Context: an optimization exercise on an open-source flow, tuned for small area. The choices shown serve that exercise and are no tape-out recipe.
Function was not checked in any run shown here: the RTL went through the layout flow alone.

==> flow/design.v (outline; a module is shown in full before it is edited, if it fits) <==
// module sdf_delay: 13 lines
// module w8_prod: 257 lines
// module booth_prod: 478 lines
// module rca: 13 lines
// module sdf_bfly: 19 lines
// module w8_front: 12 lines
// module w8_back: 16 lines
// module w64_front: 10 lines
// module w64_back: 7 lines
// module tw64_rom: 74 lines
// module fft_ctrl: 23 lines
// module Top_FFT: 89 lines
module Top_FFT #(
    parameter   INTEGER_SIZE = 4,
                FRACT_SIZE = 14,
                NFFT = 64
) (
    input       wire                                             clk, rst,
    input       wire                                             start_FFT,
    input       wire    signed  [INTEGER_SIZE+FRACT_SIZE-1:0]    serial_in_r, serial_in_i,
    output      wire    signed  [INTEGER_SIZE+FRACT_SIZE-1:0]    serial_out_r, serial_out_i,
    output      wire                                             end_FFT, data_valid_FFT
);
  // ...
==> flow/run.sh <==
#!/bin/bash
# synth_recipe.tcl (not shown) runs the flow's synth.tcl, then flattens the netlist and writes it again
# the make line also repeats each setting of config.mk as NAME=value (left out here)
make -C /OpenROAD-flow-scripts/flow DESIGN_CONFIG=/design/flow/config.mk WORK_HOME=/design/flow/orfs CLKGATE_MAP_FILE= SYNTH_SCRIPT=/design/flow/synth_recipe.tcl finish
==> flow/config.mk <==
export PLATFORM = sky130hd
export DESIGN_NAME = Top_FFT
export DESIGN_NICKNAME = Top_FFT
export VERILOG_FILES = /design/flow/design.v
export SDC_FILE = /design/flow/constraint.sdc
export NUM_CORES = 4
export LEC_CHECK = 0
export ABC_AREA = 1
export CAP_MARGIN = 20
export CORE_MARGIN = 2
export CORE_UTILIZATION = 50
export CTS_BUF_LIST = sky130_fd_sc_hd__clkbuf_8
export CTS_CLUSTER_SIZE = 20
export PLACE_DENSITY = 0.65
export SLEW_MARGIN = 20
==> flow/constraint.sdc <==
create_clock -name core_clock -period 12.0 [get_ports {clk}]
set_input_delay 2.4000 -clock core_clock [delete_from_list [all_inputs] [get_ports {clk}]]
set_output_delay 2.4000 -clock core_clock [all_outputs]
set_load 0.01 [all_outputs]
==> results.rst, run 1 <==
.. list-table::
   :header-rows: 1

   * - Metric
     - Value
   * - Outcome
     - finished clean
   * - Hold Path Depth
     - 0
   * - # placed instances
     - 13263
   * - Compound-cell area share of the yosys netlist
     - 6.98%
   * - Crit path time final
     - 10380 ps
   * - Total via count in the routed design
     - 69186
   * - Worst setup slack after layout
     - 1620 ps
   * - Final setup vio count
     - 0
   * - Simple-gate share of the synthesized area
     - 6.79%
   * - Biggest regs
     - DL1.sr x1152, DL2.sr x576, DL3.sr x288
   * - Count of nets left with antenna violations after detail routing
     - 0
   * - Met2 routed wirelength
     - 118000 µm
   * - Clock Tree Buf Depth
     - 4
   * - Delay-heaviest family, CP
     - adder cells
   * - Met1 track demand over resource
     - 28.4%
   * - Post-Route Setup TNS
     - 0 ps
   * - Count of routing violations after the opening detailed-route iteration
     - 4617
   * - Floorplan row count
     - 175
   * - Maximum clock skew at final layout
     - 164 ps
   * - CLK BUF
     - 555
   * - Core box area
     - 227000 µm²
   * - Cell area after synthesis
     - 114000 µm²
   * - Count of inserted antenna diode cells
     - 10
   * - Commonest cells after routing, fill and taps aside
     - dfxtp_1, inv_1, nand2_1
   * - Fin util
     - 55.9%
   * - M3 GR Usage
     - 4.09%
   * - Count of port buffers added during placement
     - 76
   * - Startpoint Class
     - flop
   * - Most used cell, CP
     - fa_1
   * - Total count of max-transition violations in the final report
     - 0
   * - Most area-hungry cell type in the Yosys netlist
     - dfxtp_1
   * - Logic depth of the worst register-to-register path
     - 29
   * - Primary FF master, synth
     - dfxtp_1
   * - CP Buf/Inv Count
     - 3
   * - Data arrival time of the critical path
     - 11320 ps
   * - Crit path largest cell delay
     - 690 ps
   * - Met2 track utilization from global routing
     - 36.0%
   * - Storage cell area
     - 60200 µm²
   * - Final weighted congestion in routability-driven placement
     - 0.913
==> run 2: changes to the inputs <==
--- a/flow/config.mk
+++ b/flow/config.mk
@@ -11,4 +11,3 @@
 export CORE_UTILIZATION = 50
-export CTS_BUF_LIST = sky130_fd_sc_hd__clkbuf_8
-export CTS_CLUSTER_SIZE = 20
+export CTS_BUF_LIST = sky130_fd_sc_hd__clkbuf_4 sky130_fd_sc_hd__clkbuf_8
 export PLACE_DENSITY = 0.65
==> results.rst, run 2 <==
.. list-table::
   :header-rows: 1

   * - Metric
     - Value
   * - Outcome
     - finished clean
   * - Post-Layout Cell Count
     - 14044
   * - Number of flops mapped to enable cells by yosys
     - 0
   * - Max Fclk
     - 0.0962 GHz
   * - Hold Crit Class
     - reg2reg
   * - Fin nets
     - 11981
   * - Post-CTS Setup Repair Bufs
     - 0
   * - Length of the first detailed-routing pass in iterations
     - 5
   * - Clock tree from TritonCTS
     - done
   * - Clock transition at the registers of the reported paths
     - 70 ps
   * - TritonCTS Sinks
     - 3003
   * - Highest fanout seen on the critical path
     - 73
   * - Horiz. Die Dim
     - 481 µm
   * - Biggest regs
     - DL1.sr x1152, DL2.sr x576, DL3.sr x288
   * - Drt via density
     - 4.93
   * - DIE HEIGHT
     - 481 µm
   * - Remaining global-route overflow
     - 0
   * - Largest register FFs
     - 1152
   * - Final weighted congestion in routability-driven placement
     - 0.913 (unchanged)
   * - Max-cap check violation count
     - 0
   * - Final design instance area without fill
     - 127000 µm²
   * - Commonest cells after routing, fill and taps aside
     - dfxtp_1, inv_1, nand2_1
   * - # placed instances
     - 13263 (unchanged)
   * - Data required time of the critical path
     - 12930 ps
   * - GR Util All Layers
     - 22.1%
   * - Biggest register
     - DL1.sr
   * - Most common cell after layout, fill and taps aside
     - dfxtp_1
   * - Portion of the clock cycle consumed by the worst path in the final layout
     - 86.6%
   * - Data arrival time of the critical path
     - 11320 ps (about the same)
   * - Fraction of the yosys area taken by sequential cells
     - 52.8%
   * - Hold_buf cts
     - 0
   * - I/O pin cnt
     - 77
   * - Total via count in the routed design
     - 69189 (+0.0043%)
   * - Core box area
     - 227000 µm² (unchanged)
   * - Setup repair after global routing missed its margin
     - no
   * - Post-Route Setup TNS
     - 0 ps (unchanged)
   * - Mapped Nets
     - 11766
   * - Clock Tree Buf Depth
     - 4 (unchanged)
   * - Warnings from Yosys
     - 22
   * - Level count of the clock H-tree
     - 5
   * - Final Hold Vio Count
     - 0
   * - Crit path time final
     - 10390 ps (+16.4 ps)
   * - Floorplan row count
     - 175 (unchanged)
   * - Distinct cell type count of the synthesized netlist
     - 64
   * - Final setup vio count
     - 0 (unchanged)
   * - HPWL reported at the end of detailed placement
     - 180000 µm
   * - Cell with the largest stage delay on the worst path
     - nand2_1
   * - Fraction of synthesis flops using an asynchronous set or reset pin
     - 0.300%
   * - Clock root buffer master
     - clkbuf_8
   * - # DRC
     - 0
   * - Die Area
     - 232000 µm²
   * - Fin util
     - 56.1% (+0.22 points)
   * - Synth top area share
     - 52.6%
   * - Resized Gates After CTS
     - 0
   * - Crit path largest cell delay
     - 690 ps (about the same)
   * - Sort of element at the end of the critical path
     - flop
   * - Post-Synthesis Mean Instance Area
     - 10.9 µm²
   * - Count of mapped cells out of synthesis
     - 10483
   * - Storage cell area
     - 60200 µm² (unchanged)
   * - Number of antenna violations at the first check in global routing
     - 12
   * - # fillers
     - 18922
   * - Count leader, synth
     - dfxtp_1
   * - Worst slack on hold paths
     - 217 ps
   * - Post-detailed-placement cell area
     - 118000 µm²
   * - Clock network latency to the later pin of the worst-skew pair
     - 1110 ps
   * - Area contributors post-synth
     - dfxtp_1, fa_1, inv_1
   * - Count of nets left with antenna violations after detail routing
     - 0 (unchanged)
   * - Starting density of the core
     - 50.2%
   * - Count of port buffers added during placement
     - 76 (unchanged)
   * - Wire length after detailed routing
     - 253000 µm
   * - Crit Path Class
     - reg2reg
   * - Startpoint Class
     - flop
   * - Most area-hungry cell type in the Yosys netlist
     - dfxtp_1
   * - Worst slew pin tran
     - 1090 ps
   * - Growth of design area from synthesis to finish
     - 11.8%
   * - Avg WL per Cell
     - 18.0 µm
   * - Global-route wire length before repair
     - 401000 µm
   * - Worst slew margin relative to its limit
     - 27.4%
   * - Count of routing violations after the opening detailed-route iteration
     - 4581 (-0.78%)
   * - Vias in the first global route
     - 71916
   * - Cell area after synthesis
     - 114000 µm² (unchanged)
   * - Total count of max-transition violations in the final report
     - 0 (unchanged)
   * - Primary FF master, synth
     - dfxtp_1
   * - Inserted Clock Buffers
     - 442
   * - Layout cell share with drive strength beyond 1
     - 8.93%
   * - Pin count of the biggest net entering global routing
     - 92
   * - Multi-input combinational cell area
     - 46000 µm²
   * - Most used cell, CP
     - fa_1
   * - Maximum clock skew at final layout
     - 165 ps (+0.935 ps)
   * - Most common library cells after synthesis
     - dfxtp_1, inv_1, nand2_1
   * - Synthesis-stage register bit count
     - 3003
==> run 2: path summary, 6_finish.rpt <==
path                       slack, ps  cells past startpoint       endpoint     startpoint
max                             1610                     29   R1.sr[0][17]    CTRL.cnt[1]
min                              220                      0  DL3.sr[5][35]  DL3.sr[4][35]
max reg2reg                     1610                     29   R1.sr[0][17]    CTRL.cnt[1]
min reg2reg                      220                      0  DL3.sr[5][35]  DL3.sr[4][35]
max in group asynchronous       9800                      1    CTRL.cnt[5]            rst
min in group asynchronous       1770                      1    CTRL.cnt[3]            rst
==> run 2: final cells by class <==
type / count / share of cell area [%]
Clock buffer: 688 / 6.78
Clock inverter: 83 / 0.827
Timing Repair Buffer: 160 / 1.09
Tap cell: 3009 / 2.96
Multi-Input combinational cell: 5405 / 36.1
Antenna cell: 10 / 0.0196
Inverter: 1686 / 4.97
Sequential cell: 3003 / 47.2
==> run 2: kinds of logic after synthesis <==
logic type / Yosys count / share of synthesized area, %
fa+ha+maj: 1245 / 19.9
mux: 13 / 0.117
compound gates: 1405 / 6.98
flops: 3003 / 52.8
xor+xnor: 850 / 6.57
buf+inv: 2075 / 6.89
simple gates: 1892 / 6.79
==> run 2: metrics by stage <==
step	worst slack (ps)
2_1_floorplan	2170
3_3_place_gp	1590
3_5_place_dp	1610
4_1_cts	1630
5_1_grt	1160
6_report	1610
==> run 2: critical path, delay by kind of cell (launching register included) <==
family                   cells  cell delay, ps
buffers and inverters        3            1090
AND/OR/NAND/NOR              5            1140
XOR/XNOR                     2             320
AO/OA/AOI/OAI                2             320
flip-flops                   1             590
adder cells (fa/ha/maj)     17            6800
==> run 2: per-layer routing <==
layer	global-route usage (%)	vias up	wire length (µm)
li1	-	32895	-
met1	28.5	33383	108000
met2	36.1	2239	118000
met3	3.99	668	14800
met4	10.7	4	12100
met5	0	-	27

==> re-timing with driven ports <==
No port has a modelled driver above. Below, the same layouts with a new extraction and two added sets of constraints.
Step 1, drivers: a clkbuf_16 drives clk and a buf_2 each remaining input, both assumed.
Step 2, shift: input delay + t, output delay - t, t = (earliest + latest rising clock arrival at the registers) / 2. This alone moves slack from input paths to output paths.
Three values: ideal, step 1, step 2; two values: the first two.
| run | t, ns | setup slack, ns | hold WS [ns] | worst slew at a driven data input, ns | pins driven straight from the clock port |
|---|---|---|---|---|---|
| run 1 | 1.109 | 1.623 / 1.623 / 1.623 | 0.216 / 0.216 / 0.216 | 0.04 | 1 |
| run 2 | 1.114 | 1.607 / 1.607 / 1.607 | 0.217 / 0.217 / 0.217 | 0.04 | 1 |
After both steps setup and hold are still met in every run listed.
